Source: an optimization exercise on an open RTL-to-GDS flow (aim: small area and a short achievable clock period). Production flows keep margins and buffers that such runs may drop.
Function was checked by simulation only, so behaviour that the tests miss may differ from the original.
No activity file was given, so power comes from the tool's default toggle rates.

### config.mk
export PLATFORM = sky130hd
export DESIGN_NAME = alu_stage
export DESIGN_NICKNAME = alu_stage
export VERILOG_FILES = /design/flow/design.v
export SDC_FILE = /design/flow/constraint.sdc
export NUM_CORES = 4
export LEC_CHECK = 0
export ABC_AREA = 0
export CAP_MARGIN = 20
export CORE_MARGIN = 2
export CORE_UTILIZATION = 40
export SETUP_SLACK_MARGIN = 3.0
export SLEW_MARGIN = 20
export SYNTH_HIERARCHICAL = 1
export TNS_END_PERCENT = 100
### constraint.sdc
create_clock -name core_clock -period 5.0 [get_ports {clk}]
set_input_delay 1.0000 -clock core_clock [delete_from_list [all_inputs] [get_ports {clk}]]
set_output_delay 1.0000 -clock core_clock [all_outputs]
set_load 0.01 [all_outputs]
### design.v
package core_package;
typedef enum logic [3:0] {
    fetch, 
    decode,  
    execute,
    memory,
    WB,
    stall,
    flush
} state;
typedef enum logic [6:0] {
        OPCODE_LOAD     = 7'b00000_11,
        OPCODE_MISC_MEM = 7'b00011_11, 
        OPCODE_OP_IMM   = 7'b00100_11,  
        OPCODE_AUIPC    = 7'b00101_11, 
        OPCODE_STORE    = 7'b01000_11, 
        OPCODE_OP       = 7'b01100_11, 
        OPCODE_LUI      = 7'b01101_11, 
        OPCODE_BRANCH   = 7'b11000_11, 
        OPCODE_JALR     = 7'b11001_11, 
        OPCODE_JAL      = 7'b11011_11, 
        OPCODE_SYSTEM   = 7'b11100_11
    } opcode_e;
typedef enum {
        INSTR_TYPE_R,
        INSTR_TYPE_I,
        INSTR_TYPE_S,
        INSTR_TYPE_B,
        INSTR_TYPE_U,
        INSTR_TYPE_J,
        INSTR_TYPE_SYSTEM,
        INSTR_TYPE_UNKNOWN
} instr_type_e;
typedef enum {
        ALU_ADD,
        ALU_SUB,
        ALU_XOR,
        ALU_OR,
        ALU_AND,
        ALU_SLL,
        ALU_SLT,
        ALU_SLTU,
        ALU_SRA,
        ALU_SRL,
        ALU_JALR,
        ALU_EQ,
        ALU_NE,
        ALU_LT,
        ALU_LTU,
        ALU_GE,
        ALU_GEU
    } alu_op_e;
typedef enum logic[2:0] {
    LB  = 3'b000,
    LH  = 3'b001,
    LW  = 3'b010,
    LBU = 3'b100,
    LHU = 3'b101
} load_funct3_e;
typedef enum logic[2:0] {
    FENCE = 3'b000,
    FENCE_I = 3'b001
} misc_mem_funct3_e;
typedef enum logic[2:0] {
    ADDI = 3'b000,
    SLTI = 3'b010,
    SLTIU = 3'b011,
    XORI = 3'b100,
    ORI = 3'b110,
    ANDI = 3'b111,
    SLLI = 3'b001,
    SR_LA_I = 3'b101
} op_imm_funct3_e;
typedef enum logic[2:0] {
    SB = 3'b000,
    SH = 3'b001,
    SW = 3'b010
} store_funct3_e;
typedef enum logic[2:0] {
    ADD_SUB = 3'b000,
    SLL = 3'b001,
    SLT = 3'b010,
    SLTU = 3'b011,
    XOR = 3'b100,
    SR_LA = 3'b101,
    OR = 3'b110,
    AND = 3'b111
} op_funct3_e;
typedef enum logic[2:0] {
    BEQ = 3'b000,
    BNE = 3'b001,
    BLT = 3'b100,
    BGE = 3'b101,
    BLTU = 3'b110,
    BGEU = 3'b111
} branch_funct3_e;
typedef enum logic[2:0] {
    ECALL_EBREAK = 3'b000,
    CSRRW = 3'b001,
    CSRRS = 3'b010,
    CSRRC = 3'b011,
    CSRRWI = 3'b101,
    CSRRSI = 3'b110,
    CSRRCI = 3'b111
} system_funct3_e;
typedef enum logic [2:0] {
    MUL = 3'b000,
    MULH = 3'b001,
    MULHSU = 3'b010,
    MULHU = 3'b011,
    DIV = 3'b100,
    DIVU = 3'b101,
    REM = 3'b110,
    REMU = 3'b111
} md_funct3_e;
typedef enum logic [1:0]{
    u_mode = 2'b00,
    s_mode = 2'b01,
    h_mode = 2'b10,
    m_mode = 2'b11
} machine_mode_e;
typedef enum logic [11:0] {
    cycle = 12'hC00,
    utime = 12'hC01,
    instret = 12'hC02,
    cycleh = 12'hC80,
    timeh = 12'hC81,
    instreth = 12'hC82,
    sstatus = 12'h100,
    sie = 12'h104,
    stvec = 12'h105,
    scounteren = 12'h106,
    senvcfg = 12'h10A,
    sscratch = 12'h140,
    sepc = 12'h141,
    scause = 12'h142,
    stval = 12'h143,
    sip = 12'h144,
    satp = 12'h180,
    scontext = 12'h5A8,
    mvenderid = 12'hF11,
    marchid = 12'hF12,
    mimpid = 12'hF13,
    mhartid = 12'hF14,
    mconfigptr = 12'hF15,
    mstatus = 12'h300,
    misa = 12'h301,
    medeleg = 12'h302,
    mideleg = 12'h303,
    mie = 12'h304,
    mtvec = 12'h305,
    mcounteren = 12'h306,
    mstatush = 12'h310,
    mscratch = 12'h340,
    mepc = 12'h341,
    mcause = 12'h342,
    mtval = 12'h343,
    mip = 12'h344,
    mtinst = 12'h34A,
    mtval2 = 12'h34B,
    menvcfg = 12'h30A,
    menvcfgh = 12'h31A,
    mseccfg = 12'h747,
    mseccfgh = 12'h757,
    pmpcfg_start = 12'h3A0,
    pmpaddr_start = 12'h3B0,
    mcycle = 12'hB00,
    minstret = 12'hB02,
    mcycleh = 12'hB80,
    minstreth = 12'hB81,
    mcountinhibit = 12'h120,
    tselect = 12'h7A0,
    tdata1 = 12'h7A1,
    tdata2 = 12'h7A2,
    tdata3 = 12'h7A3,
    mcontext = 12'h7A8,
    dcsr = 12'h7B0,
    dpc = 12'h7B1,
    dscratch = 12'h7B2,
    dscratch1 = 12'h7B3,
    SM_RET = 12'b000_00010,
    WFI  = 12'b000_00101
} csr_e;
typedef enum logic [1:0] { 
    off = 2'b00,
    nondirty_claen_someOn = 2'b01,
    nonDirty_someClean = 2'b10,
    come_dirty = 2'b11
} csr_mstatus_XS_e;
typedef enum { 
    SD=31,
    TSR=22,
    TW=21,
    TVM=20,
    MXR=19,      
    SUM=18,
    MPRV=17,     
    MPP1=12,     
    MPP0=11,
    SPP=8,       
    MPIE=7,      
    UBE=6,
    SPIE=5,      
    MIE=3,       
    SIE=1        
} mstatus_field_e;
typedef enum { 
    MBE=5,       
    SBE=4        
 } mstatush_field_e;
typedef enum { 
    MEIP = 11,   
    SEIP = 9,    
    MTIP = 7,    
    STIP = 5,    
    MSIP = 3,    
    SSIP = 1     
} mip_field_e;
typedef enum { 
    MEIE = 11,   
    SEIE = 9,    
    MTIE = 7,    
    STIE = 5,    
    MSIE = 3,    
    SSIE = 1     
} mie_field_e;
typedef enum logic [7:0]{
    s_s_interrupt = 1,
    m_s_interrupt = 3,
    s_t_interrupt = 5,
    m_t_interrupt = 7,
    s_e_interrupt = 9,
    m_e_interrupt = 11
} mcause_interrupt_e;
typedef enum logic [7:0] {
    instruction_address_missaligmened = 0,
    instruction_access_fault = 1,
    illegal_instruction = 2,
    breakpoint = 3,
    load_address_misaligned = 4,
    load_access_fault = 5,
    store_address_misaligned = 6,
    store_access_fault = 7,
    environment_call_from_u_mode = 8,
    environment_call_from_s_mode = 9,
    environment_call_from_m_mode = 11,
    instruction_page_fault = 12,
    load_page_fault = 13,
    store_page_fault = 15
} mcause_nonInterrupt_e;
typedef enum logic [1:0] {
    Direct = 0,
    Vectored = 1
} mtvec_mode_e;
typedef enum {
    CY=0,
    TM=1,
    IR=2,
    HPM3=3
} mcounteren_field_e;
typedef enum {
    A=0,
    I=8,
    S=18,
    U=20
} misa_e;
endpackage
import core_package::*;
module ALU_pre (
    input   logic [4:0]     op_i,
    input   logic [31:0]    a_i,
    input   logic [31:0]    b_i,
    output  logic [31:0]    p_o,
    output  logic [31:0]    g_o,
    output  logic [3:0]     sel_o
);
    logic is_add, is_sub, is_xor, is_or, is_and, is_sll, is_sra, is_srl;
    logic is_jalr, is_eq, is_ne, is_cmp, is_scmp, is_lt, is_shr, is_sh;
    logic neg, arith, kx, kn;
    always_comb begin
        is_add  = op_i == 5'd0;
        is_sub  = op_i == 5'd1;
        is_xor  = op_i == 5'd2;
        is_or   = op_i == 5'd3;
        is_and  = op_i == 5'd4;
        is_sll  = op_i == 5'd5;
        is_sra  = op_i == 5'd8;
        is_srl  = op_i == 5'd9;
        is_jalr = op_i == 5'd10;
        is_eq   = op_i == 5'd11;
        is_ne   = op_i == 5'd12;
        is_cmp  = (op_i == 5'd6) | (op_i == 5'd7) | (op_i == 5'd13) |
                  (op_i == 5'd14) | (op_i == 5'd15) | (op_i == 5'd16);
        is_scmp = (op_i == 5'd6) | (op_i == 5'd13) | (op_i == 5'd15);
        is_lt   = (op_i == 5'd6) | (op_i == 5'd7) | (op_i == 5'd13) | (op_i == 5'd14);
        is_shr  = is_sra | is_srl;
        is_sh   = is_shr | is_sll;
        neg     = is_sub | is_cmp | is_eq | is_ne;
        arith   = is_add | is_jalr | is_sub | is_cmp;
        kx      = arith | is_xor | is_or | is_eq | is_ne;
        kn      = is_or | is_and;
    end
    logic [31:0] x, n, m, a_rev;
    assign x = a_i ^ b_i;
    assign n = a_i & b_i;
    assign m = a_i & ~b_i;
    always_comb for (int i = 0; i < 32; i++) a_rev[i] = a_i[31-i];
    logic big;
    assign big = |b_i[31:5];
    always_comb begin
        p_o = ({32{kx}}     & (x ^ {32{neg}})) |
              ({32{kn}}     & n) |
              ({32{is_shr}} & a_i) |
              ({32{is_sll}} & a_rev);
        g_o = ({32{is_add | is_jalr}} & n) |
              ({32{is_sub | is_cmp}}  & m);
        if (is_scmp) g_o[31] = ~a_i[31] & b_i[31];
        if (is_jalr) p_o[0] = 1'b0;
        if (is_sub)  p_o[0] = x[0];
        if (is_cmp)  p_o[0] = is_lt;
        if (is_eq)   p_o[0] = 1'b0;
        if (is_ne)   p_o[0] = 1'b1;
        if (is_sub | is_cmp) g_o[0] = a_i[0] | ~b_i[0];
        if (is_eq | is_ne)   g_o[0] = ~x[0];
        if (is_sh)   g_o = {26'b0, is_sra, b_i[4:0] | {5{big}}};
        sel_o = {is_sll & ~big, is_sra | (is_srl & ~big), is_cmp | is_eq | is_ne,
                 ~(is_sh | is_cmp | is_eq | is_ne)};
    end
endmodule
module ALU (
    input   logic [31:0]    p_i,
    input   logic [31:0]    g_i,
    input   logic [3:0]     sel_i,
    output  logic [31:0]    result_o
);
    logic [31:0] c;             
    ALU_carry u_carry (
        .p_i (p_i),
        .g_i (g_i),
        .c_o (c)
    );
    logic [31:0] sr;
    ALU_shift u_shift (
        .a_i    (p_i),
        .amt_i  (g_i[4:0]),
        .fill_i (g_i[5] & p_i[31]),
        .r_o    (sr)
    );
    ALU_select u_select (
        .p_i      (p_i),
        .c_i      (c),
        .sr_i     (sr),
        .sel_i    (sel_i),
        .result_o (result_o)
    );
endmodule
module ALU_select (
    input   logic [31:0]    p_i,
    input   logic [31:0]    c_i,
    input   logic [31:0]    sr_i,
    input   logic [3:0]     sel_i,
    output  logic [31:0]    result_o
);
    logic sel_sll, sel_shr, sel_cmp, sel_add;
    assign {sel_sll, sel_shr, sel_cmp, sel_add} = sel_i;
    logic [31:0] other, r0, r1;
    always_comb begin
        for (int i = 0; i < 32; i++)
            other[i] = (sel_shr & sr_i[i]) | (sel_sll & sr_i[31-i]);
        r0 = other | ({32{sel_add}} & p_i);
        r1 = other | ({32{sel_add}} & ~p_i);
        r0[0] = other[0] | ((sel_add | sel_cmp) & p_i[0]);
        r1[0] = other[0] | (sel_add & p_i[0]) | (sel_cmp & ~p_i[0]);
        for (int i = 0; i < 32; i++) result_o[i] = c_i[i] ? r1[i] : r0[i];
    end
endmodule
module ALU_carry (
    input   logic [31:0]    p_i,
    input   logic [31:0]    g_i,
    output  logic [31:0]    c_o
);
    logic [31:0] gl [0:5];
    logic [31:0] pl [0:5];
    always_comb begin
        gl[0] = g_i;
        pl[0] = {p_i[31:1], 1'b0};
        for (int l = 0; l < 5; l++) begin
            for (int i = 0; i < 32; i++) begin
                if (i >= (1 << l)) begin
                    gl[l+1][i] = gl[l][i] | (pl[l][i] & gl[l][i - (1 << l)]);
                    pl[l+1][i] = pl[l][i] & pl[l][i - (1 << l)];
                end else begin
                    gl[l+1][i] = gl[l][i];
                    pl[l+1][i] = pl[l][i];
                end
            end
        end
        c_o = {gl[5][30:0], gl[5][31]};
    end
endmodule
module ALU_shift (
    input   logic [31:0]    a_i,
    input   logic [4:0]     amt_i,
    input   logic           fill_i,
    output  logic [31:0]    r_o
);
    assign r_o = 32'($signed({fill_i, a_i}) >>> amt_i);
endmodule
module alu_stage (
    input   logic           clk,
    input   logic [4:0]     op,
    input   logic [31:0]    a,
    input   logic [31:0]    b,
    output  logic [31:0]    y
);
    logic [31:0] p_d, g_d, p_q, g_q;
    logic [3:0]  sel_d, sel_q;
    logic [31:0] result;
    ALU_pre u_pre (
        .op_i  (op),
        .a_i   (a),
        .b_i   (b),
        .p_o   (p_d),
        .g_o   (g_d),
        .sel_o (sel_d)
    );
    always_ff @(posedge clk) begin
        p_q   <= p_d;
        g_q   <= g_d;
        sel_q <= sel_d;
        y     <= result;
    end
    ALU u_alu (
        .p_i      (p_q),
        .g_i      (g_q),
        .sel_i    (sel_q),
        .result_o (result)
    );
endmodule
### flow/run.sh
#!/bin/bash
# Standard layout, with plain buffers (instead of the delay cells that
# buffer_ports picks by default) on the input and output ports.
set -euo pipefail
bash standard.sh BUFFER_PORTS_ARGS="-buffer_cell sky130_fd_sc_hd__buf_2" finish > standard_make.log 2>&1
### standard.sh
#!/bin/bash
# synth_recipe.tcl (not shown) runs the flow's synth.tcl, then flattens the netlist and writes it again
# the make line also repeats each setting of config.mk as NAME=value (left out here)
make -C /OpenROAD-flow-scripts/flow DESIGN_CONFIG=/design/flow/config.mk WORK_HOME=/design/flow/orfs CLKGATE_MAP_FILE= SYNTH_SCRIPT=/design/flow/synth_recipe.tcl "${@:-finish}"
==> impl_results.md, run 1 <==
* Startpoint of the worst register-to-register path: g_q[1]
* Hold Path Sink: y[0]
* Most frequent cells in the layout: sky130_fd_sc_hd__buf_2, sky130_fd_sc_hd__dfxtp_1, sky130_fd_sc_hd__ha_1
* Relative contribution of the clock network to total power at 24.9%
* Worst vdd rail ir drop at 0.138 mV
* FF+latch count, synth at 100
* Outcome: complete, no violations
* Clock tree from TritonCTS: done
* Nets in the synthesized netlist at 1059
* Avg Inst Size Synth at 9.22 sq um
* Clock slew seen by the registers of the worst setup and hold paths at 0.07 ns
* Most frequent standard cell in the layout excluding fill and tap cells: sky130_fd_sc_hd__buf_2
* Count of flip-flops with a built-in enable after synthesis at 0
* Count of warnings emitted by yosys at 12
* H-tree depth reported by CTS at 3
* Sum of net half-perimeters after detailed placement at 19.9 mm
* Area used by sequential logic in the layout at 0.00205 sq mm
* Initial Util at 40.6%
* Delay of the slowest cell on the worst path at 0.50 ns
* Standard cell with the maximum stage delay on the critical path: sky130_fd_sc_hd__mux4_2
* Switch Pwr at 1.04 mW
* Post-detailed-route wirelength per cell at 21.8 microns
* Buffers plus inverters on the worst setup path at 1
* Normalized max-slew margin at 42.7%
* Number of fill cells at 1991
* Wirelength, routed at 28.5 mm
* Reg-to-reg slack, setup at 2.59 ns
* Drc violations at 0
* Worst R2R Path Depth at 7
* Area used by multi-input combinational logic at 0.00647 sq mm
* Remaining Overflow, GRT at 0
* Core Box Area at 0.0210 sq mm
* Comb power frac at 38.6%
* Hold violation count in the final report at 0
* Post-synthesis instance area at 0.00852 sq mm
* Number of port buffers at 101
* # nets final at 1165
* Path category of the worst min-delay check: register to register
* Layout cell share with drive strength beyond 1 at 33.7%
* Cells along the critical path: buf_12 > mux4_2 > mux2_4 > a222oi_1 > o211ai_1 > a22oi_1 > o21ai_1
* Crit Reg-Reg Endpoint: y[26]
* Post-route fraction of the period consumed by the critical path at 48.2%
* Cell types occupying the most area after synthesis: sky130_fd_sc_hd__dfxtp_1, sky130_fd_sc_hd__ha_1, sky130_fd_sc_hd__mux4_2, sky130_fd_sc_hd__a22oi_1, sky130_fd_sc_hd__mux2i_1
* Area growth from synthesis to layout at 24.3%
* Final slew viol count at 0
* Largest net degree at the start of global routing at 33
* Fmax at 415 MHz
* RSZ-0062 raised after global routing: yes
* Max-cap violations at 0
* Sequential cell fraction of total power at 36.5%
* Maximum count of clock buffers along a single path at 2
* Sequential cell area fraction in the yosys report at 23.5%
* Placed Instance Area at 0.00906 sq mm
* Post-synthesis instance total at 924
* Antenna violations before repair at 0
* Cell type with the largest total area after synthesis: sky130_fd_sc_hd__dfxtp_1
* Element type at the critical path end: register
* Power density over cell area at 267 mW/mm^2
* Type of the setup path with the least slack: register to register
* Clock insertion delay at the later pin of the skew report at 0.36 ns
* Dominant delay contributor by cell family on the critical path: compound AO/OA/AOI/OAI gates
* Final WS setup at 2.59 ns
* Fraction of synthesis flops using an asynchronous set or reset pin at 0%
* Data arrival, critical path at 2.62 ns
* Die outline area at 0.0225 sq mm
* Portion of synthesized cell area occupied by the leading cell type at 23.5%
* Setup slack at placement at 1.94 ns
* Routed Antenna Nets at 0
* Y dimension of the die at 150 microns
* Actual transition at the worst max-transition pin at 0.858 ns
* Global-route wire length before repair at 43.0 mm
* Clock period minus final worst setup slack at 2.41 ns
* Number of distinct library cells after synthesis at 85
* Vias after detailed routing at 8169
* Final sum of negative setup slack at 0 ns
* Layout Cell Area excl Fill at 0.0106 sq mm
* Antenna fix cells at 0
* Crit-path max FO at 5
* Gpl congestion at 0.958
* Clock Tree Root: sky130_fd_sc_hd__clkbuf_16
* Number of buffers inserted by hold repair at cts at 0
* GRT Overall Usage at 24.8%
* Std-Cell Rows at 53
* Req. time, crit path at 5.21 ns
* Vias in the first global route at 7465
* I/O pin total at 102
* Switching Share at 36.8%
* Flip-flop cell with the highest count after synthesis: sky130_fd_sc_hd__dfxtp_1
* Vias per Instance at 6.24
* Critical path launch point type: register
* Number of buffers added by the clock tree synthesis step at 9
* Setup skew after layout at 0.0105 ns
* LEAKAGE at 4.27 nW
* TritonCTS Sinks at 100
* Total iterations of the first detailed-routing run at 5
* Finish-stage setup viols at 0
* Hold Startpoint: sel_q[1]
* Hold Crit Depth at 2
* Critical Path Source: g_q[1]
* Number of DRC markers after the initial detailed-route iteration at 623
* Die boundary width at 150 microns
* Int Pwr at 1.79 mW
[flip-flops by register name, indices dropped and copies added (netlist names)]
name	cells
p_q	32
y	32
sel_q	4
g_q	32
[power groups by stage]
stage / logic [mW] / clock network, mW / registers [mW]
floorplan: 0.609 / 0 / 1.00
global placement: 0.868 / 0 / 1.05
detailed placement: 0.865 / 0 / 1.05
CTS: 1.01 / 0.717 / 1.03
global route: 1.16 / 0.751 / 1.05
finish: 1.09 / 0.704 / 1.03
[through the flow]
step	util, %	power, mW	hold slack (ns)	cells
final	50.5	2.83	0.442	1309
after global routing	50.5	2.96	0.463	1309
after CTS	48.7	2.76	0.442	1290
after detailed placement	43.3	1.91	0.433	1242
after global placement	43.2	1.92	0.428	1242
after floorplan	-	1.61	0.416	924
[metal layers]
| metal | GRT usage [%] | routed length [microns] | part of all wire, % | vias to the layer above |
|---|---|---|---|---|
| met5 | 0 | 0 | 0 | - |
| met4 | 9.01 | 822 | 2.9 | 0 |
| met3 | 6.37 | 2300 | 8.0 | 53 |
| met2 | 37.6 | 12700 | 45 | 354 |
| met1 | 34.0 | 12700 | 44 | 3939 |
| li1 | - | - | - | 3823 |
[how the worst max path moves through the flow]
stage	depth (start not counted)	slack, ns	endpoint
floorplan	8	2.88	p_q[22]
global placement	7	1.95	y[0]
detailed placement	7	1.94	y[0]
finish	7	2.59	y[26]
global route	7	2.56	y[5]
CTS	7	2.65	y[5]
[cell families after synthesis]
| logic type | share of synthesized area, % |
|---|---|
| mux | 14.1 |
| buf+inv | 7.29 |
| flops | 23.5 |
| fa+ha+maj | 9.55 |
| xor+xnor | 3.50 |
| simple gates | 9.65 |
| compound gates | 32.4 |
[modules after synthesis (local to each module, per instance)]
module | cell area, sq um | cells | flops+latches | copies in the design
alu_stage | 2000 | 100 | 100 | 1
ALU_select | 732 | 107 | 0 | 1
ALU_shift | 2110 | 227 | 0 | 1
ALU | 6.26 | 1 | 0 | 1
ALU_pre | 2730 | 341 | 0 | 1
ALU_carry | 936 | 148 | 0 | 1
[cells in the mapped netlist (all sizes together) (9+ instances only)]
cell      n
dfxtp   100
ha       65
xnor2    32
buf      54
a22oi    64
mux4     31
o221ai    9
a21oi    39
o211ai   12
inv      51
nor3      9
mux2i    37
a22o     27
nand2b   12
nand2    42
a221oi    9
nor2     37
o21ai    95
a221o    34
mux2     12
clkbuf   13
a21o     22
nor4     11
[final cells by class]
cell class / instances / share of cell area (%)
Timing Repair Buffer: 160 / 11.6
Sequential cell: 100 / 19.4
Clock buffer: 10 / 2.16
Inverter: 52 / 1.90
Multi-Input combinational cell: 707 / 61.1
Clock inverter: 5 / 0.567
Tap cell: 275 / 3.25
[repair_timing]
item / CTS / global route
pin swaps: 22 / 30
gates cloned: 3 / 2
hold endpoints to repair: 0 / 0
gates resized for setup: 139 / 53
setup buffers: 30 / 17
setup endpoints to repair: 98 / 70
[worst min-delay path: cells and delay by family, from the launching register on]
kind            cells  cell delay, ns
flops               1            0.30
compound gates      1            0.05
buf+inv             1            0.04
==> run 2, diff against run 1 <==
--- a/config.mk
+++ b/config.mk
@@ -7,3 +7,3 @@
 export LEC_CHECK = 0
-export ABC_AREA = 0
+export ABC_AREA = 1
 export CAP_MARGIN = 20
==> run 2 against run 1 <==
Net effect: power is 3.8% lower; fmax grew 22%; sequential share of layout area fell by 1.7 points; clock power increased by 3.6%; largest cell class unchanged.
==> impl_results.md, run 2 <==
* Flip-flop cell with the highest count after synthesis: sky130_fd_sc_hd__dfxtp_1
* Crit-path max FO at 8 (+3)
* Core Box Area at 0.0241 sq mm (+15%)
* Number of buffers inserted by hold repair at cts at 0 (unchanged)
* Global-route wire length before repair at 53.8 mm (+25%)
* Clock tree from TritonCTS: done
* Path category of the worst min-delay check: register to register
* Clock period minus final worst setup slack at 1.97 ns (-0.439 ns)
* LEAKAGE at 6.40 nW (+50%)
* Post-synthesis instance total at 1728 (+87%)
* Clock Tree Root: sky130_fd_sc_hd__clkbuf_16
* Drc violations at 0 (unchanged)
* Largest net degree at the start of global routing at 35 (+6.1%)
* Post-synthesis instance area at 0.00973 sq mm (+14%)
* Fraction of synthesis flops using an asynchronous set or reset pin at 0% (unchanged)
* Worst R2R Path Depth at 9 (+2)
* Share of synthesized cell area in full adder, half adder and majority cells at 8.36% (-1.2 points)
* Outcome: complete, no violations
* Routed Antenna Nets at 0 (unchanged)
* Antenna violations before repair at 2 (+2)
* Number of DRC markers after the initial detailed-route iteration at 959 (+54%)
* Count of flip-flops with a built-in enable after synthesis at 0 (unchanged)
* Hold Crit Depth at 4 (+2)
* Clock insertion delay at the later pin of the skew report at 0.36 ns (about the same)
* Hold Path Sink: y[0]
* Number of port buffers at 101 (unchanged)
* Most used standard cells in the synthesized netlist: sky130_fd_sc_hd__nand2_1, sky130_fd_sc_hd__inv_1, sky130_fd_sc_hd__nand3_1
* Remaining Overflow, GRT at 0 (unchanged)
* I/O pin total at 102 (unchanged)
* Setup slack at placement at 1.84 ns (-0.102 ns)
* Number of distinct library cells after synthesis at 37 (-56%)
* Die outline area at 0.0256 sq mm (+14%)
* Initial Util at 40.4% (-0.29 points)
* Hold violation count in the final report at 0 (unchanged)
* Worst vdd rail ir drop at 0.138 mV (-0.29%)
* RSZ-0062 raised after global routing: yes
* Most frequent standard cell in the layout excluding fill and tap cells: sky130_fd_sc_hd__nand2_1
* Number of buffers added by the clock tree synthesis step at 9 (unchanged)
* Post-route fraction of the period consumed by the critical path at 39.4% (-8.8 points)
* Setup skew after layout at 0.00819 ns (-0.00233 ns)
* Crit Reg-Reg Endpoint: y[26]
* Data arrival, critical path at 2.28 ns (-0.34 ns)
* Maximum count of clock buffers along a single path at 2 (unchanged)
* Element type at the critical path end: register
* Dominant combinational cell family by area after synthesis: simple AND/OR/NAND/NOR gates
* Type of the setup path with the least slack: primary input to register
* FF+latch count, synth at 100 (unchanged)
* Sum of net half-perimeters after detailed placement at 26.2 mm (+32%)
* Gpl congestion at 0.963 (+0.44%)
* TritonCTS Sinks at 100 (unchanged)
* Power density over cell area at 239 mW/mm^2 (-10%)
* Most frequent cells in the layout: sky130_fd_sc_hd__nand2_1, sky130_fd_sc_hd__inv_1, sky130_fd_sc_hd__nand3_1
* Cell types occupying the most area after synthesis: sky130_fd_sc_hd__nand2_1, sky130_fd_sc_hd__dfxtp_1, sky130_fd_sc_hd__nand3_1, sky130_fd_sc_hd__inv_1, sky130_fd_sc_hd__ha_1
* Vias in the first global route at 9823 (+32%)
* Portion of synthesized cell area occupied by the leading cell type at 24.2% (+0.69 points)
* Finish-stage setup viols at 0 (unchanged)
* Clock slew seen by the registers of the worst setup and hold paths at 0.08 ns (about the same)
* Wirelength, routed at 35.0 mm (+23%)
* Die boundary width at 160 microns (+6.7%)
* Startpoint of the worst register-to-register path: p_q[16]
* Fraction of the mapped netlist area in compound gates at 5.53% (-27 points)
* Final slew viol count at 0 (unchanged)
* Reg-to-reg slack, setup at 3.10 ns (+0.51 ns)
* Total iterations of the first detailed-routing run at 5 (unchanged)
* Max-cap violations at 0 (unchanged)
* Largest registers ranked by flip-flop count: g_q (32), p_q (32), y (32)
* Sequential cell area fraction in the yosys report at 20.6% (-2.9 points)
* Final sum of negative setup slack at 0 ns (unchanged)
* XOR/XNOR Fraction of Synth Area at 0% (-3.5 points)
* H-tree depth reported by CTS at 3 (unchanged)
* Actual transition at the worst max-transition pin at 0.560 ns (-0.298 ns)
* Area growth from synthesis to layout at 16.9%
* Post-detailed-route wirelength per cell at 16.2 microns (-26%)
* Nets in the synthesized netlist at 1863 (+76%)
* Cell type with the largest total area after synthesis: sky130_fd_sc_hd__nand2_1
* Basic-gate share of the synthesized area counting and, or, nand and nor cells at 50.1% (+40 points)
* Vias per Instance at 5.08 (-19%)
* Vias after detailed routing at 11000 (+34%)
* Fmax at 507 MHz (+22%)
* Final WS setup at 3.03 ns (+0.439 ns)
* GRT Overall Usage at 26.9% (+2.1 points)
* Y dimension of the die at 160 microns (+6.7%)
* Std-Cell Rows at 57 (+7.5%)
* Req. time, crit path at 5.31 ns (+0.10 ns)
* Number of fill cells at 2655 (+33%)
* Critical path launch point type: primary input
* Count of warnings emitted by yosys at 12 (unchanged)
* Normalized max-slew margin at 62.6% (+20 points)
* # nets final at 1965 (+69%)
* Multiplexer share of the synthesized area at 0% (-14 points)
* Most repeated cell in the gate-level netlist after synthesis: sky130_fd_sc_hd__nand2_1
* Hold Startpoint: sel_q[1]
* Layout cell share with drive strength beyond 1 at 16.5% (-17 points)
* Antenna fix cells at 0 (unchanged)
* Avg Inst Size Synth at 5.63 sq um (-39%)
==> run 2: cell count changes after synthesis, sizes merged, moves of 21 or more <==
cell	before	now
a221o	34	0
nand3	6	284
xnor2	32	0
a22oi	64	0
or2	4	32
nor2	37	133
nand2	42	658
a21o	22	1
mux4	31	0
o22ai	5	31
mux2i	37	0
o21ai	95	32
a22o	27	0
inv	51	284
==> run 2: power breakdown <==
part	total [mW]	switching, mW	internal, mW	leakage, nW
registers	1.02	0.132	0.891	0.829
clock network	0.729	0.376	0.353	0.146
logic	0.971	0.619	0.352	5.42
==> run 2: per-module statistics from Yosys, one instance, submodules excluded <==
module / area, sq um / times used / flops+latches / cells inside
ALU_pre: 2970 / 1 / 0 / 561
alu_stage: 2000 / 1 / 100 / 100
ALU_shift: 1890 / 1 / 0 / 396
ALU_carry: 1680 / 1 / 0 / 399
ALU_select: 1180 / 1 / 0 / 270
ALU: 7.51 / 1 / 0 / 2
==> run 2: worst max path at each step <==
stage	slack, ns	to	from
after detailed placement	1.84	p_q[5]	op[2]
after global placement	1.89	p_q[19]	op[2]
after floorplan	3.06	g_q[1]	op[3]
after CTS	2.98	p_q[5]	op[1]
after global routing	2.97	y[4]	g_q[5]
final	3.03	p_q[2]	op[2]
==> run 2: worst max-delay path, stage by stage <==
cell and delay [ns]:
sky130_fd_sc_hd__buf_4 0.14, sky130_fd_sc_hd__nor2_2 0.21, sky130_fd_sc_hd__inv_2 0.10, sky130_fd_sc_hd__o21ai_4 0.19, sky130_fd_sc_hd__bufinv_16 0.22, sky130_fd_sc_hd__nand2_8 0.12, sky130_fd_sc_hd__clkbuf_16 0.17, sky130_fd_sc_hd__nand2_1 0.04
sky130_fd_sc_hd__nand3_1 0.08
==> run 2: routing by layer <==
metal,routed length [microns],global-route usage (%),vias up
met2,16100,45.4,464
met5,31,0,-
met3,2600,3.40,78
li1,-,-,5564
met1,14700,34.7,4850
met4,1580,10.8,4
==> run 2: per-stage QoR <==
step,utilization [%],hold WS [ns],power (mW),cell area (sq um),instances
CTS,45.5,0.571,2.68,11000,2141
floorplan,-,0.442,1.61,9730,1728
global placement,42.6,0.531,1.91,10300,2100
global route,47.2,0.618,2.88,11400,2159
detailed placement,42.8,0.559,1.91,10300,2101
finish,47.2,0.559,2.72,11400,2159
==> run 2: cells by family (layout without fill, tap and decap cells) <==
family / count (synthesis) / count (layout)
simple gates: 1121 / 1125
buf+inv: 346 / 449
flops: 100 / 100
compound gates: 96 / 96
fa+ha+maj: 65 / 65
==> run 2: layout make-up <==
cell class	count	area, sq um	share of cell area, %
Clock inverter	7	65.1	0.572
Tap cell	324	405	3.56
Inverter	284	1120	9.89
Clock buffer	9	225	1.98
Multi-Input combinational cell	1286	6460	56.8
Timing Repair inverter	5	38.8	0.341
Sequential cell	100	2020	17.7
Timing Repair Buffer	144	1040	9.15
==> run 2: repair_timing <==
action                     in CTS  in global routing
pin swaps                       2                 10
cloned                          7                  6
setup endpoints to repair      97                 85
buffers inserted               17                 12
resized for setup              41                 55
==> run 3, diff against run 2 <==
--- a/design.v
+++ b/design.v
@@ -381,4 +381,4 @@
 );
-    logic [31:0] gl [0:5];
-    logic [31:0] pl [0:5];
+    logic [31:0] gl [0:6];
+    logic [31:0] pl [0:6];
     always_comb begin
@@ -386,5 +386,14 @@
         pl[0] = {p_i[31:1], 1'b0};
-        for (int l = 0; l < 5; l++) begin
+        for (int i = 0; i < 32; i++) begin
+            if (i & 1) begin
+                gl[1][i] = gl[0][i] | (pl[0][i] & gl[0][i-1]);
+                pl[1][i] = pl[0][i] & pl[0][i-1];
+            end else begin
+                gl[1][i] = gl[0][i];
+                pl[1][i] = pl[0][i];
+            end
+        end
+        for (int l = 1; l < 5; l++) begin
             for (int i = 0; i < 32; i++) begin
-                if (i >= (1 << l)) begin
+                if ((i & 1) && i >= (1 << l) + 1) begin
                     gl[l+1][i] = gl[l][i] | (pl[l][i] & gl[l][i - (1 << l)]);
@@ -397,3 +406,12 @@
         end
-        c_o = {gl[5][30:0], gl[5][31]};
+        for (int i = 0; i < 32; i++) begin
+            if (!(i & 1) && i > 0) begin
+                gl[6][i] = gl[5][i] | (pl[5][i] & gl[5][i-1]);
+                pl[6][i] = pl[5][i] & pl[5][i-1];
+            end else begin
+                gl[6][i] = gl[5][i];
+                pl[6][i] = pl[5][i];
+            end
+        end
+        c_o = {gl[6][30:0], gl[6][31]};
     end
--- a/config.mk
+++ b/config.mk
@@ -10,3 +10,3 @@
 export CORE_MARGIN = 2
-export CORE_UTILIZATION = 40
+export CORE_UTILIZATION = 65
 export SETUP_SLACK_MARGIN = 3.0
==> run 3 against run 2 <==
Net effect: setup slack got worse by 0.061 ns; clock skew increased by 0.0049 ns; non-clock buffer count decreased by 4; final cell count decreased by 14%; routed wire length decreased by 8.2%; sequential power about the same; via count decreased by 1.2%; fmax decreased by 3.0%; flip-flop and latch count unchanged; first-iteration DRC count increased by 45%; critical path depth unchanged; largest cell class unchanged; highest routed layer is now met4.
==> impl_results.md, run 3 <==
* Outcome: complete, no violations
* Reg-to-reg slack, setup at 3.08 ns (-0.02 ns)
* Cell types occupying the most area after synthesis: sky130_fd_sc_hd__nand2_1, sky130_fd_sc_hd__dfxtp_1, sky130_fd_sc_hd__nand3_1, sky130_fd_sc_hd__inv_1, sky130_fd_sc_hd__ha_1
* Post-route worst hold slack at 0.487 ns (-0.0723 ns)
* Delay of the slowest cell on the worst path at 0.20 ns (-0.02 ns)
* Hold Path Sink: y[0]
* LEAKAGE at 5.94 nW (-7.2%)
* Layer carrying the most global-route usage: met2
* Placed Instance Area at 0.00943 sq mm (-8.5%)
* Pwr Total at 2.75 mW (+0.95%)
* Path category of the worst min-delay check: register to register
* TritonCTS Sinks at 100 (unchanged)
* Worst R2R Path Depth at 14 (+5)
* Post-route fraction of the period consumed by the critical path at 40.6% (+1.2 points)
* Most frequent CP cell: sky130_fd_sc_hd__nand3_4
* Hold violation count in the final report at 0 (unchanged)
* Area growth from synthesis to layout at 16.6%
* Core Box Area at 0.0138 sq mm (-43%)
* Crit-path max FO at 8 (unchanged)
* Portion of synthesized cell area occupied by the leading cell type at 22.3% (-1.9 points)
* Fraction of synthesis flops using an asynchronous set or reset pin at 0% (unchanged)
* Initial Util at 66.0% (+26 points)
* Gpl congestion at 0.932 (-3.2%)
* Clock slew seen by the registers of the worst setup and hold paths at 0.08 ns (about the same)
* Nets in the synthesized netlist at 1696 (-9.0%)
* Drc violations at 0 (unchanged)
* Total iterations of the first detailed-routing run at 6 (+1)
* Number of DRC markers after the initial detailed-route iteration at 1390 (+45%)
* Setup skew after layout at 0.0131 ns (+0.00487 ns)
* Worst path depth at 9 (unchanged)
* RSZ-0062 raised after global routing: yes
* Wirelength, routed at 32.2 mm (-8.2%)
* Number of port buffers at 101 (unchanged)
* Area used by sequential logic in the layout at 0.00202 sq mm (+0.31%)
* Worst vdd rail ir drop at 0.178 mV (+30%)
* Vias after detailed routing at 10800 (-1.2%)
* Number of buffers inserted by hold repair at cts at 0 (unchanged)
* Number of fill cells at 1140 (-57%)
* Clock Tree Root: sky130_fd_sc_hd__clkbuf_16
* Number of buffers added by the clock tree synthesis step at 9 (unchanged)
* Startpoint of the worst register-to-register path: g_q[4]
* Cells along the critical path: buf_4 > inv_4 > nand4_1 > nand3_4 > nor2_4 > buf_12 > nand3_4 > nand2_1 > nand3_1
* H-tree depth reported by CTS at 3 (unchanged)
* Buffers plus inverters on the worst setup path at 3 (-1)
* Clock tree from TritonCTS: done
* Sequential cell area fraction in the yosys report at 22.0% (+1.5 points)
* Most frequent cells in the layout: sky130_fd_sc_hd__nand2_1, sky130_fd_sc_hd__nand3_1, sky130_fd_sc_hd__inv_1
* Data arrival, critical path at 2.27 ns (about the same)
* Sum of net half-perimeters after detailed placement at 21.0 mm (-20%)
* Cell type with the largest total area after synthesis: sky130_fd_sc_hd__nand2_1
* Clock period minus final worst setup slack at 2.03 ns (+0.0607 ns)
* Hold Startpoint: p_q[0]
* Dominant delay contributor by cell family on the critical path: simple AND/OR/NAND/NOR gates
* Finish-stage setup viols at 0 (unchanged)
* Normalized max-slew margin at 24.7% (-38 points)
* Type of the setup path with the least slack: primary input to register
* I/O pin total at 102 (unchanged)
* Die outline area at 0.0149 sq mm (-42%)
* Routed Antenna Nets at 0 (unchanged)
* Number of distinct library cells after synthesis at 33 (-11%)
* Crit Reg-Reg Endpoint: y[31]
* Final sum of negative setup slack at 0 ns (unchanged)
* Power density over cell area at 260 mW/mm^2 (+8.5%)
* Global routing met2 resource utilization at 65.2% (+20 points)
* Avg Inst Size Synth at 5.82 sq um (+3.4%)
* Area used by multi-input combinational logic at 0.00608 sq mm (-5.9%)
* Std-Cell Rows at 43 (-25%)
* Vias in the first global route at 9501 (-3.3%)
* Most repeated cell in the gate-level netlist after synthesis: sky130_fd_sc_hd__nand2_1
* Y dimension of the die at 122 microns (-24%)
* Req. time, crit path at 5.24 ns (-0.07 ns)
* Largest registers ranked by flip-flop count: g_q (32), p_q (32), y (32)
* Max-cap violations at 0 (unchanged)
* Most frequent standard cell in the layout excluding fill and tap cells: sky130_fd_sc_hd__nand2_1
* Layout Cell Area excl Fill at 0.0106 sq mm (-6.9%)
* Maximum count of clock buffers along a single path at 2 (unchanged)
* # nets final at 1797 (-8.5%)
* Clock insertion delay at the later pin of the skew report at 0.37 ns (about the same)
* Count of warnings emitted by yosys at 12 (unchanged)
* Die boundary width at 122 microns (-24%)
* FF+latch count, synth at 100 (unchanged)
* Most used standard cells in the synthesized netlist: sky130_fd_sc_hd__nand2_1, sky130_fd_sc_hd__nand3_1, sky130_fd_sc_hd__inv_1
* Met3 Use GR at 6.09% (+2.7 points)
* Vias per Instance at 5.86 (+16%)
* GRT Overall Usage at 40.0% (+13 points)
* Element type at the critical path end: register
* Final slew viol count at 0 (unchanged)
* Global-route wire length before repair at 46.3 mm (-14%)
* Post-synthesis instance area at 0.00908 sq mm (-6.6%)
* Met1 Resource Use GR at 49.8% (+15 points)
* Antenna fix cells at 0 (unchanged)
* Largest net degree at the start of global routing at 35 (unchanged)
* Layout cell share with drive strength beyond 1 at 19.3% (+2.9 points)
* Antenna violations before repair at 0 (-2)
* Post-synthesis instance total at 1561 (-9.7%)
* Flip-flop cell with the highest count after synthesis: sky130_fd_sc_hd__dfxtp_1
* Count of flip-flops with a built-in enable after synthesis at 0 (unchanged)
* Hold Crit Depth at 2 (-2)
* Standard cell with the maximum stage delay on the critical path: sky130_fd_sc_hd__nor2_4
* Fmax at 492 MHz (-3.0%)
* Actual transition at the worst max-transition pin at 1.13 ns (+0.568 ns)
* Remaining Overflow, GRT at 0 (unchanged)
* Critical path launch point type: primary input
* Post-detailed-route wirelength per cell at 17.4 microns (+7.3%)
[run 3: metrics by stage]
| stage | std cells | utilization (%) | worst slack (ns) |
|---|---|---|---|
| floorplan | 1561 | - | 3.06 |
| global placement | 1786 | 68.5 | 1.84 |
| detailed placement | 1786 | 68.5 | 1.77 |
| CTS | 1818 | 72.7 | 2.98 |
| global route | 1847 | 76.9 | 2.92 |
| finish | 1847 | 76.9 | 2.97 |
[run 3: routing by layer]
metal	up-vias	wire length, microns
met5	-	0
met4	0	2460
met3	195	3660
met2	764	14600
met1	4784	11400
li1	5087	-
[run 3: cells by family after synthesis]
kind of cell             synth area share [%]
AND/OR/NAND/NOR                          48.2
buffers and inverters                    14.8
flip-flops                               22.0
AO/OA/AOI/OAI                            6.02
adder cells (fa/ha/maj)                  8.95
[run 3: how the worst max path moves through the flow]
stage	from	end	slack (ns)
3_3_place_gp	op[1]	p_q[17]	1.84
4_1_cts	op[1]	g_q[0]	2.98
6_report	op[4]	p_q[31]	2.97
5_1_grt	b[14]	sel_q[2]	2.92
2_1_floorplan	op[3]	g_q[1]	3.06
3_5_place_dp	op[0]	p_q[6]	1.77
[run 3: cell type report]
class / instances / area share (%)
clock buffers: 10 / 2.26
clock inverters: 6 / 0.744
inverters: 243 / 9.23
multi-input cells: 1163 / 57.4
flip-flops and latches: 100 / 19.1
well taps: 180 / 2.13
repair buffers: 140 / 8.73
repair inverters: 5 / 0.366
[run 3: repair_timing]
item / in CTS / in global routing
buffers inserted: 10 / 21
gates cloned: 6 / 8
setup endpoints to repair: 97 / 97
pin swaps: 1 / 18
resized for setup: 34 / 88
[run 3: tightest hold or removal path, stage by stage, from the launching register on]
cell                      delay (ns)
sky130_fd_sc_hd__dfxtp_1        0.34
sky130_fd_sc_hd__nand2_1        0.07
sky130_fd_sc_hd__nand2_1        0.05
[run 3: power breakdown]
| group | switching (mW) | internal, mW |
|---|---|---|
| sequential | 0.109 | 0.893 |
| clock | 0.362 | 0.413 |
| combinational | 0.629 | 0.344 |
[run 3: per-module statistics from Yosys (local to each module, per instance)]
module      copies in the design  cells
ALU_pre                        1    561
ALU_shift                      1    396
ALU_carry                      1    232
alu_stage                      1    100
ALU_select                     1    270
ALU                            1      2
==> run 4, diff against run 3 <==
--- a/config.mk
+++ b/config.mk
@@ -10,4 +10,4 @@
 export CORE_MARGIN = 2
-export CORE_UTILIZATION = 65
-export SETUP_SLACK_MARGIN = 3.0
+export CORE_UTILIZATION = 40
+export SETUP_SLACK_MARGIN = 3.1
 export SLEW_MARGIN = 20
==> run 4 against run 3 <==
Net effect: worst hold slack improved by 0.022 ns; largest cell class unchanged; area after synthesis is the same; sequential power barely moved; core utilization decreased by 27 points; global-route usage fell by 15 points; design area rose by 6.7%; count of clock-buffer cells in the layout decreased by 1; first-iteration DRC count down 25%; via count down 5.1%; non-clock buffer count up 13.
==> impl_results.md, run 4 <==
* Layout cell share with drive strength beyond 1 at 23.8% (+4.5 points)
* Power density over cell area at 248 mW/mm^2 (-4.4%)
* Die boundary width at 155 microns (+27%)
* Hold violation count in the final report at 0 (unchanged)
* Vias in the first global route at 9006 (-5.2%)
* Hold Path Sink: y[0]
* Nets in the synthesized netlist at 1696 (unchanged)
* Clock period minus final worst setup slack at 1.99 ns (-0.0454 ns)
* Number of buffers inserted by hold repair at cts at 0 (unchanged)
* Placed Instances at 1891 (+5.9%)
* I/O pin total at 102 (unchanged)
* Vias after detailed routing at 10300 (-5.1%)
* Count of flip-flops with a built-in enable after synthesis at 0 (unchanged)
* Cells along the critical path: buf_6 > inv_4 > nand2_4 > nor2_4 > nand2_2 > o21ai_4 > buf_4 > inv_6 > o21ai_0
* Most repeated cell in the gate-level netlist after synthesis: sky130_fd_sc_hd__nand2_1
* FF+latch count, synth at 100 (unchanged)
* RSZ-0062 raised after global routing: yes
* Placed Instance Area at 0.00959 sq mm (+1.7%)
* Post-synthesis instance area at 0.00908 sq mm (unchanged)
* Gpl congestion at 0.919 (-1.3%)
* Portion of synthesized cell area occupied by the leading cell type at 22.3% (unchanged)
* Std-Cell Rows at 55 (+28%)
* Post-route worst hold slack at 0.509 ns (+0.0220 ns)
* Hold Crit Depth at 2 (unchanged)
* Post-detailed-route wirelength per cell at 16.8 microns (-3.3%)
* Drc violations at 0 (unchanged)
* Reg-to-reg slack, setup at 3.12 ns (+0.04 ns)
* Final slew viol count at 0 (unchanged)
* Global-route wire length before repair at 46.6 mm (+0.69%)
* Worst R2R Path Depth at 14 (unchanged)
* Setup skew after layout at 0.0176 ns (+0.00455 ns)
* Vias per Instance at 5.22 (-11%)
* Largest net degree at the start of global routing at 35 (unchanged)
* Final WS setup at 3.01 ns (+0.0454 ns)
* Fraction of the mapped netlist area in compound gates at 6.02% (unchanged)
* Wirelength, routed at 33.1 mm (+2.9%)
* Dominant combinational cell family by area after synthesis: simple AND/OR/NAND/NOR gates
* Switching Share at 40.1% (+0.092 points)
* Layout Cell Area excl Fill at 0.0113 sq mm (+6.7%)
* Worst vdd rail ir drop at 0.127 mV (-29%)
* GRT Overall Usage at 24.6% (-15 points)
* Share of synthesized cell area in full adder, half adder and majority cells at 8.95% (unchanged)
* Basic-gate share of the synthesized area counting and, or, nand and nor cells at 48.2% (unchanged)
* Clock insertion delay at the later pin of the skew report at 0.37 ns (about the same)
* Number of fill cells at 2330 (+100%)
* Area growth from synthesis to layout at 24.4%
* Crit-path max FO at 9 (+1)
* Die outline area at 0.0239 sq mm (+60%)
* Flip-flop cell with the highest count after synthesis: sky130_fd_sc_hd__dfxtp_1
* Relative contribution of the clock network to total power at 27.6% (-0.6 points)
* # nets final at 1812 (+0.83%)
* Avg Inst Size Synth at 5.82 sq um (unchanged)
* Sequential cell area fraction in the yosys report at 22.0% (unchanged)
* Delay of the slowest cell on the worst path at 0.28 ns (+0.08 ns)
* Pwr Total at 2.81 mW (+2.0%)
* Post-synthesis instance total at 1561 (unchanged)
* Area used by sequential logic in the layout at 0.00205 sq mm (+1.5%)
* Setup slack at placement at 2.04 ns (+0.265 ns)
* Most frequent standard cell in the layout excluding fill and tap cells: sky130_fd_sc_hd__nand2_1
* H-tree depth reported by CTS at 3 (unchanged)
* Sequential cell fraction of total power at 36.0% (-0.4 points)
* Standard cell with the maximum stage delay on the critical path: sky130_fd_sc_hd__o21ai_0
* TritonCTS Sinks at 100 (unchanged)
* Path category of the worst min-delay check: register to register
* Hold Startpoint: p_q[0]
* Fraction of the core area covered by cells at the end of the flow at 50.4% (-27 points)
* Routed Antenna Nets at 0 (unchanged)
* Number of port buffers at 101 (unchanged)
* Core Box Area at 0.0224 sq mm (+63%)
* Outcome: complete, no violations
* Area used by multi-input combinational logic at 0.00635 sq mm (+4.5%)
* Switch Pwr at 1.12 mW (+2.3%)
* XOR/XNOR Fraction of Synth Area at 0% (unchanged)
* Count of warnings emitted by yosys at 12 (unchanged)
* Normalized max-slew margin at 53.3% (+29 points)
* Finish-stage setup viols at 0 (unchanged)
* Antenna violations before repair at 0 (unchanged)
* Number of distinct library cells after synthesis at 33 (unchanged)
* Number of buffers added by the clock tree synthesis step at 9 (unchanged)
* Filler-free cell count of the finished design at 1967 (+6.5%)
* Maximum count of clock buffers along a single path at 2 (unchanged)
* Fmax at 503 MHz (+2.3%)
* Data arrival, critical path at 2.24 ns (-0.03 ns)
* Max-cap violations at 0 (unchanged)
* Largest registers ranked by flip-flop count: g_q (32), p_q (32), y (32)
* Crit Reg-Reg Endpoint: y[27]
* Element type at the critical path end: register
* Int Pwr at 1.68 mW (+1.9%)
* Most frequent cells in the layout: sky130_fd_sc_hd__nand2_1, sky130_fd_sc_hd__nand3_1, sky130_fd_sc_hd__inv_1
* Sum of net half-perimeters after detailed placement at 22.1 mm (+5.3%)
* Comb power frac at 36.4% (+1.0 points)
* Actual transition at the worst max-transition pin at 0.700 ns (-0.428 ns)
* Multiplexer share of the synthesized area at 0% (unchanged)
* Most used standard cells in the synthesized netlist: sky130_fd_sc_hd__nand2_1, sky130_fd_sc_hd__nand3_1, sky130_fd_sc_hd__inv_1
* Cell types occupying the most area after synthesis: sky130_fd_sc_hd__nand2_1, sky130_fd_sc_hd__dfxtp_1, sky130_fd_sc_hd__nand3_1, sky130_fd_sc_hd__inv_1, sky130_fd_sc_hd__ha_1
* Critical path launch point type: primary input
* Total iterations of the first detailed-routing run at 5 (-1)
* Y dimension of the die at 155 microns (+27%)
* LEAKAGE at 6.17 nW (+3.8%)
* Antenna fix cells at 0 (unchanged)
* Type of the setup path with the least slack: primary input to register
* Clock slew seen by the registers of the worst setup and hold paths at 0.08 ns (about the same)
* Startpoint of the worst register-to-register path: g_q[2]
* Remaining Overflow, GRT at 0 (unchanged)
* Clock tree from TritonCTS: done
* Number of DRC markers after the initial detailed-route iteration at 1042 (-25%)
* Final sum of negative setup slack at 0 ns (unchanged)
* Req. time, crit path at 5.26 ns (+0.02 ns)
* Fraction of synthesis flops using an asynchronous set or reset pin at 0% (unchanged)
* Initial Util at 40.5% (-25 points)
* Cell type with the largest total area after synthesis: sky130_fd_sc_hd__nand2_1
* Clock Tree Root: sky130_fd_sc_hd__clkbuf_16
* Post-route fraction of the period consumed by the critical path at 39.7% (-0.91 points)
[run 4: metal layers]
layer | global-route usage [%] | part of all wire (%) | vias to the layer above
met5 | 0 | 0 | -
met4 | 11.3 | 4.2 | 0
met3 | 2.72 | 6.9 | 95
met2 | 38.5 | 46 | 470
met1 | 34.0 | 43 | 4575
li1 | - | - | 5137
[run 4: worst max-delay path by stage]
stage,cells past startpoint,start,slack (ns),endpoint
after floorplan,9,op[3],3.11,p_q[11]
after global placement,10,op[2],1.76,p_q[19]
after detailed placement,10,op[2],2.04,p_q[11]
after CTS,9,op[3],2.93,p_q[5]
after global routing,9,op[2],3.03,g_q[11]
final,9,op[2],3.01,g_q[11]
[run 4: layout make-up]
| type | instances | share of cell area, % |
|---|---|---|
| Multi-Input combinational cell | 1164 | 56.2 |
| Sequential cell | 100 | 18.2 |
| Timing Repair Buffer | 153 | 10.3 |
| Inverter | 243 | 8.90 |
| Tap cell | 285 | 3.16 |
| Clock buffer | 9 | 1.99 |
| Clock inverter | 7 | 0.819 |
| Timing Repair inverter | 6 | 0.432 |
[run 4: modules after synthesis, one instance, submodules excluded]
module      flops+latches  area (sq um)  times used
ALU_shift               0          1890           1
ALU_select              0          1180           1
ALU                     0          7.51           1
ALU_pre                 0          2970           1
ALU_carry               0          1040           1
alu_stage             100          2000           1
[run 4: cell families after synthesis]
kind of cell | Yosys count
compound gates | 91
simple gates | 1000
fa+ha+maj | 65
buf+inv | 305
flops | 100
[run 4: critical path: cells and delay by family]
family	cells	cell delay, ns
AOI/OAI and AO/OA	2	0.38
buffers and inverters	4	0.47
and+or+nand+nor	3	0.37
[run 4: what timing repair did]
item / 4_1_cts / 5_1_grt
buffers inserted: 14 / 28
resized for setup: 43 / 178
pin swaps: 5 / 34
setup endpoints to repair: 98 / 97
cloned: 4 / 14
[run 4: power groups by stage]
stage | Combinational, mW | Sequential (mW) | Clock, mW
after global routing | 1.13 | 1.02 | 0.820
after global placement | 0.831 | 1.01 | 0
after floorplan | 0.588 | 0.990 | 0
after CTS | 0.882 | 0.998 | 0.783
after detailed placement | 0.838 | 1.01 | 0
final | 1.02 | 1.01 | 0.776
==> run 5, diff against run 4 <==
--- a/config.mk
+++ b/config.mk
@@ -11,3 +11,3 @@
 export CORE_UTILIZATION = 40
-export SETUP_SLACK_MARGIN = 3.1
+export SETUP_SLACK_MARGIN = 3.2
 export SLEW_MARGIN = 20
==> run 5 against run 4 <==
Net effect: highest routed layer unchanged; combinational power increased by 11%; setup slack improved by 0.055 ns; final cell count increased by 1.2%; synthesized cell count unchanged; via count increased by 1.3%.
==> impl_results.md, run 5 <==
* Post-detailed-route wirelength per cell at 16.6 microns (-1.2%)
* TritonCTS Sinks at 100 (unchanged)
* LEAKAGE at 6.56 nW (+6.4%)
* Portion of synthesized cell area occupied by the leading cell type at 22.3% (unchanged)
* Placed Instances at 1891 (unchanged)
* Worst vdd rail ir drop at 0.143 mV (+12%)
* Critical path launch point type: primary input
* Fmax at 518 MHz (+2.8%)
* Cells along the critical path: buf_12 > clkinv_8 > nand4_1 > nand3_4 > nor2_4 > buf_6 > nand3_4 > nand2_2 > nand3_1
* Vias per Instance at 5.23 (about the same)
* Initial Util at 40.5% (unchanged)
* Path category of the worst min-delay check: register to register
* Setup slack at placement at 1.59 ns (-0.450 ns)
* Dominant delay contributor by cell family on the critical path: simple AND/OR/NAND/NOR gates
* Setup skew after layout at 0.00949 ns (-0.00812 ns)
* Number of buffers added by the clock tree synthesis step at 9 (unchanged)
* Die boundary width at 155 microns (unchanged)
* Hold Path Sink: y[0]
* Vias after detailed routing at 10400 (+1.3%)
* Delay of the slowest cell on the worst path at 0.23 ns (-0.05 ns)
* Clock Tree Root: sky130_fd_sc_hd__clkbuf_16
* Nets in the synthesized netlist at 1696 (unchanged)
* Remaining Overflow, GRT at 0 (unchanged)
* Wirelength, routed at 33.1 mm (about the same)
* Post-route fraction of the period consumed by the critical path at 38.6% (-1.1 points)
* Flip-flop cell with the highest count after synthesis: sky130_fd_sc_hd__dfxtp_1
* FF+latch count, synth at 100 (unchanged)
* Hold violation count in the final report at 0 (unchanged)
* Buffers plus inverters on the worst setup path at 3 (-1)
* Global-route wire length before repair at 50.3 mm (+7.9%)
* Most frequent cells in the layout: sky130_fd_sc_hd__nand2_1, sky130_fd_sc_hd__inv_1, sky130_fd_sc_hd__nand3_1
* Maximum count of clock buffers along a single path at 2 (unchanged)
* Sequential cell area fraction in the yosys report at 22.0% (unchanged)
* Actual transition at the worst max-transition pin at 0.719 ns (+0.0189 ns)
* RSZ-0062 raised after global routing: yes
* Placed Instance Area at 0.00961 sq mm (+0.21%)
* Antenna violations before repair at 0 (unchanged)
* Filler-free cell count of the finished design at 1991 (+1.2%)
* Reg-to-reg slack, setup at 3.21 ns (+0.09 ns)
* Number of fill cells at 2253 (-3.3%)
* Layout Cell Area excl Fill at 0.0121 sq mm (+6.7%)
* Cell type with the largest total area after synthesis: sky130_fd_sc_hd__nand2_1
* Number of distinct library cells after synthesis at 33 (unchanged)
* Crit Reg-Reg Endpoint: y[29]
* Total iterations of the first detailed-routing run at 5 (unchanged)
* Standard cell with the maximum stage delay on the critical path: sky130_fd_sc_hd__nor2_4
* Post-synthesis instance area at 0.00908 sq mm (unchanged)
* Max-cap violations at 0 (unchanged)
* Core Box Area at 0.0224 sq mm (unchanged)
* Normalized max-slew margin at 52.0% (-1.3 points)
* Type of the setup path with the least slack: primary input to register
* Most repeated cell in the gate-level netlist after synthesis: sky130_fd_sc_hd__nand2_1
* Clock insertion delay at the later pin of the skew report at 0.36 ns (about the same)
* Largest registers ranked by flip-flop count: g_q (32), p_q (32), y (32)
* Sum of net half-perimeters after detailed placement at 21.7 mm (-1.8%)
* H-tree depth reported by CTS at 3 (unchanged)
* Finish-stage setup viols at 0 (unchanged)
* Most frequent standard cell in the layout excluding fill and tap cells: sky130_fd_sc_hd__nand2_1
* Antenna fix cells at 0 (unchanged)
* Y dimension of the die at 155 microns (unchanged)
* Most used standard cells in the synthesized netlist: sky130_fd_sc_hd__nand2_1, sky130_fd_sc_hd__nand3_1, sky130_fd_sc_hd__inv_1
* Std-Cell Rows at 55 (unchanged)
* Routed Antenna Nets at 0 (unchanged)
* Vias in the first global route at 9490 (+5.4%)
* Drc violations at 0 (unchanged)
* Largest net degree at the start of global routing at 34 (-2.9%)
* Power density over cell area at 235 mW/mm^2 (-5.1%)
* Die outline area at 0.0239 sq mm (unchanged)
* Data arrival, critical path at 2.16 ns (-0.08 ns)
* Worst R2R Path Depth at 13 (-1)
* Pwr Total at 2.84 mW (+1.2%)
* Number of DRC markers after the initial detailed-route iteration at 828 (-21%)
* Element type at the critical path end: register
* Count of flip-flops with a built-in enable after synthesis at 0 (unchanged)
* Crit-path max FO at 8 (-1)
* Req. time, crit path at 5.23 ns (-0.03 ns)
* Startpoint of the worst register-to-register path: p_q[8]
* Hold Startpoint: p_q[0]
* Cell types occupying the most area after synthesis: sky130_fd_sc_hd__nand2_1, sky130_fd_sc_hd__dfxtp_1, sky130_fd_sc_hd__nand3_1, sky130_fd_sc_hd__inv_1, sky130_fd_sc_hd__ha_1
* Worst path depth at 9 (unchanged)
* Final WS setup at 3.07 ns (+0.0550 ns)
* I/O pin total at 102 (unchanged)
* Clock slew seen by the registers of the worst setup and hold paths at 0.07 ns (about the same)
* Final slew viol count at 0 (unchanged)
* Most frequent CP cell: sky130_fd_sc_hd__nand3_4
* GRT Overall Usage at 26.9% (+2.3 points)
* Fraction of synthesis flops using an asynchronous set or reset pin at 0% (unchanged)
* Number of port buffers at 101 (unchanged)
* Count of warnings emitted by yosys at 12 (unchanged)
* Clock tree from TritonCTS: done
* Layout cell share with drive strength beyond 1 at 31.9% (+8.1 points)
* Outcome: complete, no violations
* Area growth from synthesis to layout at 32.7%
* Hold Crit Depth at 2 (unchanged)
* Avg Inst Size Synth at 5.82 sq um (unchanged)
* Final sum of negative setup slack at 0 ns (unchanged)
* # nets final at 1836 (+1.3%)
* Clock period minus final worst setup slack at 1.93 ns (-0.0550 ns)
* Gpl congestion at 0.924 (+0.49%)
* Post-synthesis instance total at 1561 (unchanged)
run 5: worst reg2reg max path, cell delays in order (launching register included):
cell	delay [ns]
sky130_fd_sc_hd__dfxtp_2	0.36
sky130_fd_sc_hd__nand2_2	0.12
sky130_fd_sc_hd__inv_2	0.05
sky130_fd_sc_hd__nand2_2	0.07
sky130_fd_sc_hd__clkinv_2	0.09
sky130_fd_sc_hd__a21oi_4	0.17
sky130_fd_sc_hd__nand2_4	0.08
sky130_fd_sc_hd__nand2_1	0.08
sky130_fd_sc_hd__nand2_2	0.09
sky130_fd_sc_hd__nand2_1	0.08
sky130_fd_sc_hd__nand2_1	0.06
sky130_fd_sc_hd__or2_2	0.28
sky130_fd_sc_hd__nand3_2	0.08
sky130_fd_sc_hd__nand2_1	0.08
run 5: routing by layer:
metal	vias to the layer above	global-route usage, %	wire [microns]
met2	444	44.4	15400
met4	0	14.5	1680
met1	4690	34.6	13800
met3	98	2.69	2280
met5	-	0	0
li1	5176	-	-
run 5: worst max path at each step:
stage           from       to  slack [ns]
2_1_floorplan  op[3]  p_q[11]        3.12
3_3_place_gp   op[2]  p_q[12]        1.69
3_5_place_dp   op[2]  p_q[23]        1.59
4_1_cts        op[2]   p_q[0]        3.12
5_1_grt        op[4]  p_q[19]        3.02
6_report       op[4]  p_q[26]        3.07
run 5: kinds of logic (layout without fill, tap and decap cells):
logic type / Yosys count / in the layout / share of synthesized area [%]
and+or+nand+nor: 1000 / 1008 / 48.2
buffers and inverters: 305 / 442 / 14.8
DFF: 100 / 100 / 22.0
AOI/OAI and AO/OA: 91 / 91 / 6.02
adders and majority gates: 65 / 65 / 8.95
run 5: what timing repair did:
| action | in CTS | in global routing |
|---|---|---|
| gates resized for setup | 151 | 215 |
| hold buffers | 0 | 0 |
| gates cloned | 17 | 4 |
| buffers inserted | 45 | 18 |
| setup endpoints to repair | 111 | 126 |
| pin swaps | 29 | 35 |
run 5: area by class of cell:
cell class / count / area (sq um) / area share [%]
repair buffers: 175 / 1440 / 11.9
well taps: 285 / 357 / 2.96
multi-input cells: 1164 / 6820 / 56.6
clock inverters: 6 / 53.8 / 0.446
clock buffers: 10 / 239 / 1.98
inverters: 243 / 1010 / 8.38
repair inverters: 8 / 70.1 / 0.581
flip-flops and latches: 100 / 2070 / 17.2
run 5: stage by stage:
stage,utilization [%],hold WS (ns)
2_1_floorplan,-,0.442
3_3_place_gp,42.9,0.481
3_5_place_dp,42.9,0.493
4_1_cts,49.4,0.503
5_1_grt,53.7,0.539
6_report,53.7,0.498
run 5: power breakdown:
part           leakage [nW]  internal [mW]  switching, mW
Clock                 0.142          0.360          0.337
Sequential            0.841          0.898          0.109
Combinational          5.58          0.441          0.693
run 5: per-module statistics from Yosys (local to each module, per instance):
module | copies in the design | cell area, sq um | cells inside | flops+latches
ALU_select | 1 | 1180 | 270 | 0
ALU_carry | 1 | 1040 | 232 | 0
ALU_shift | 1 | 1890 | 396 | 0
ALU | 1 | 7.51 | 2 | 0
alu_stage | 1 | 2000 | 100 | 100
ALU_pre | 1 | 2970 | 561 | 0
==> run 6, diff against run 5 <==
--- a/config.mk
+++ b/config.mk
@@ -11,3 +11,3 @@
 export CORE_UTILIZATION = 40
-export SETUP_SLACK_MARGIN = 3.2
+export SETUP_SLACK_MARGIN = 2.8
 export SLEW_MARGIN = 20
==> run 6 against run 5 <==
Net effect: register-to-register slack lost 0.24 ns; sequential share of layout area grew 2.8 points; routed wire length shrank 11%; via count shrank 7.5%; sequential power is essentially flat; non-clock buffer count shrank 66; power shrank 9.2%; clock power grew 2%; count of clock-buffer cells in the layout shrank 1; critical endpoint is now p_q[30]; still clean on timing, DRC and antenna.
==> impl_results.md, run 6 <==
* Clock period minus final worst setup slack at 2.11 ns (+0.179 ns)
* Placed Instances at 1890 (-0.053%)
* Element type at the critical path end: register
* I/O pin total at 102 (unchanged)
* Flip-flop cell with the highest count after synthesis: sky130_fd_sc_hd__dfxtp_1
* Initial Util at 40.5% (unchanged)
* Post-route fraction of the period consumed by the critical path at 42.2% (+3.6 points)
* Number of buffers inserted by hold repair at cts at 0 (unchanged)
* Worst setup endpoint: p_q[30]
* Vias per Instance at 5.03 (-3.8%)
* Req. time, crit path at 5.24 ns (about the same)
* Largest registers ranked by flip-flop count: g_q (32), p_q (32), y (32)
* Final sum of negative setup slack at 0 ns (unchanged)
* Most used standard cells in the synthesized netlist: sky130_fd_sc_hd__nand2_1, sky130_fd_sc_hd__nand3_1, sky130_fd_sc_hd__inv_1
* Layout Cell Area excl Fill at 0.0100 sq mm (-17%)
* Max-cap violations at 0 (unchanged)
* Die boundary width at 155 microns (unchanged)
* Worst R2R Path Depth at 14 (+1)
* Pwr Total at 2.58 mW (-9.2%)
* Drc violations at 0 (unchanged)
* Number of distinct library cells after synthesis at 33 (unchanged)
* Clock tree from TritonCTS: done
* Antenna violations before repair at 0 (unchanged)
* Actual transition at the worst max-transition pin at 1.05 ns (+0.332 ns)
* Outcome: complete, no violations
* Startpoint of the worst register-to-register path: g_q[1]
* Delay of the slowest cell on the worst path at 0.28 ns (+0.05 ns)
* Count of warnings emitted by yosys at 12 (unchanged)
* Std-Cell Rows at 55 (unchanged)
* Area used by sequential logic in the layout at 0.00201 sq mm (-3.0%)
* Area growth from synthesis to layout at 10.6%
* Vias after detailed routing at 9624 (-7.5%)
* Setup skew after layout at 0.0124 ns (+0.00292 ns)
* Routed Antenna Nets at 0 (unchanged)
* Wirelength, routed at 29.3 mm (-11%)
* Cell type with the largest total area after synthesis: sky130_fd_sc_hd__nand2_1
* Path category of the worst min-delay check: register to register
* Clock insertion delay at the later pin of the skew report at 0.36 ns (about the same)
* Finish-stage setup viols at 0 (unchanged)
* Clock Tree Root: sky130_fd_sc_hd__clkbuf_16
* Hold violation count in the final report at 0 (unchanged)
* Fmax at 474 MHz (-8.5%)
* Most repeated cell in the gate-level netlist after synthesis: sky130_fd_sc_hd__nand2_1
* Post-synthesis instance area at 0.00908 sq mm (unchanged)
* Cells along the critical path: buf_2 > nand2_1 > inv_1 > nand3_1 > nand3_2 > nor2_4 > nand3_4 > nand2_1 > nand3_1
* Normalized max-slew margin at 29.8% (-22 points)
* Standard cell with the maximum stage delay on the critical path: sky130_fd_sc_hd__nand3_4
* Core Box Area at 0.0224 sq mm (unchanged)
* Largest net degree at the start of global routing at 35 (+2.9%)
run 6: changes by cell type in the layout (fill, tap and decap cells not counted), sizes merged, moves of 2 or more:
| cell | delta |
|---|---|
| clkinvlp | -4 |
| nand2 | -6 |
| buf | -62 |
| bufbuf | -2 |
| clkbuf | -3 |
run 6: worst min path at each step:
stage	start	to	slack [ns]	depth (start not counted)
after floorplan	p_q[0]	y[0]	0.44	2
after global placement	p_q[0]	y[0]	0.50	2
after detailed placement	p_q[0]	y[0]	0.50	2
after CTS	p_q[0]	y[0]	0.51	2
after global routing	p_q[0]	y[0]	0.52	2
final	p_q[0]	y[0]	0.50	2
run 6: repair_timing:
item                       in CTS  in global routing
pin swaps                       0                  2
buffers inserted                0                  3
gates resized for setup        13                 24
setup endpoints to repair      72                 84
cloned                          2                  2
run 6: cells by family (layout without fill, tap and decap cells):
group / Yosys count / in the layout / synth area share, %
adder cells (fa/ha/maj): 65 / 65 / 8.95
buffers and inverters: 305 / 371 / 14.8
AO/OA/AOI/OAI: 91 / 91 / 6.02
AND/OR/NAND/NOR: 1000 / 1001 / 48.2
flip-flops: 100 / 100 / 22.0
run 6: where the power goes:
part           switching, mW  internal [mW]  leakage, nW
registers              0.112          0.890        0.828
logic                  0.566          0.300         4.68
clock network          0.358          0.351        0.145
total                   1.04           1.54         5.65
run 6: Yosys stat by module, one instance, submodules excluded:
module | cells inside | copies in the design | flops+latches
ALU | 2 | 1 | 0
ALU_carry | 232 | 1 | 0
ALU_pre | 561 | 1 | 0
ALU_select | 270 | 1 | 0
ALU_shift | 396 | 1 | 0
alu_stage | 100 | 1 | 100
run 6: final cells by class:
cell class	count	share of cell area [%]
sequential	100	20.0
timing repair buffer	109	5.95
tap	285	3.55
clock inverter	7	0.710
clock buffer	9	2.24
multi-input combinational	1157	57.9
timing repair inverter	3	0.224
inverter	243	9.39
run 6: per-layer routing:
| layer | GRT usage, % | vias up | wire length [microns] |
|---|---|---|---|
| met5 | 0 | - | 0 |
| met4 | 10.6 | 0 | 1180 |
| met2 | 38.1 | 352 | 12800 |
| met3 | 2.13 | 65 | 1750 |
| met1 | 34.1 | 4211 | 13600 |
| li1 | - | 4996 | - |
run 6: critical path: cells and delay by family:
kind | cells | cell delay, ns
buf+inv | 2 | 0.19
simple gates | 7 | 1.15

Check on run 6: ideal ports give 2.889 ns setup slack; a clkbuf_16 on the clock port and buf_2 on the inputs give 2.919 ns; moving port delays by the midpoint clock arrival (0.407 ns) as well gives 2.512 ns.
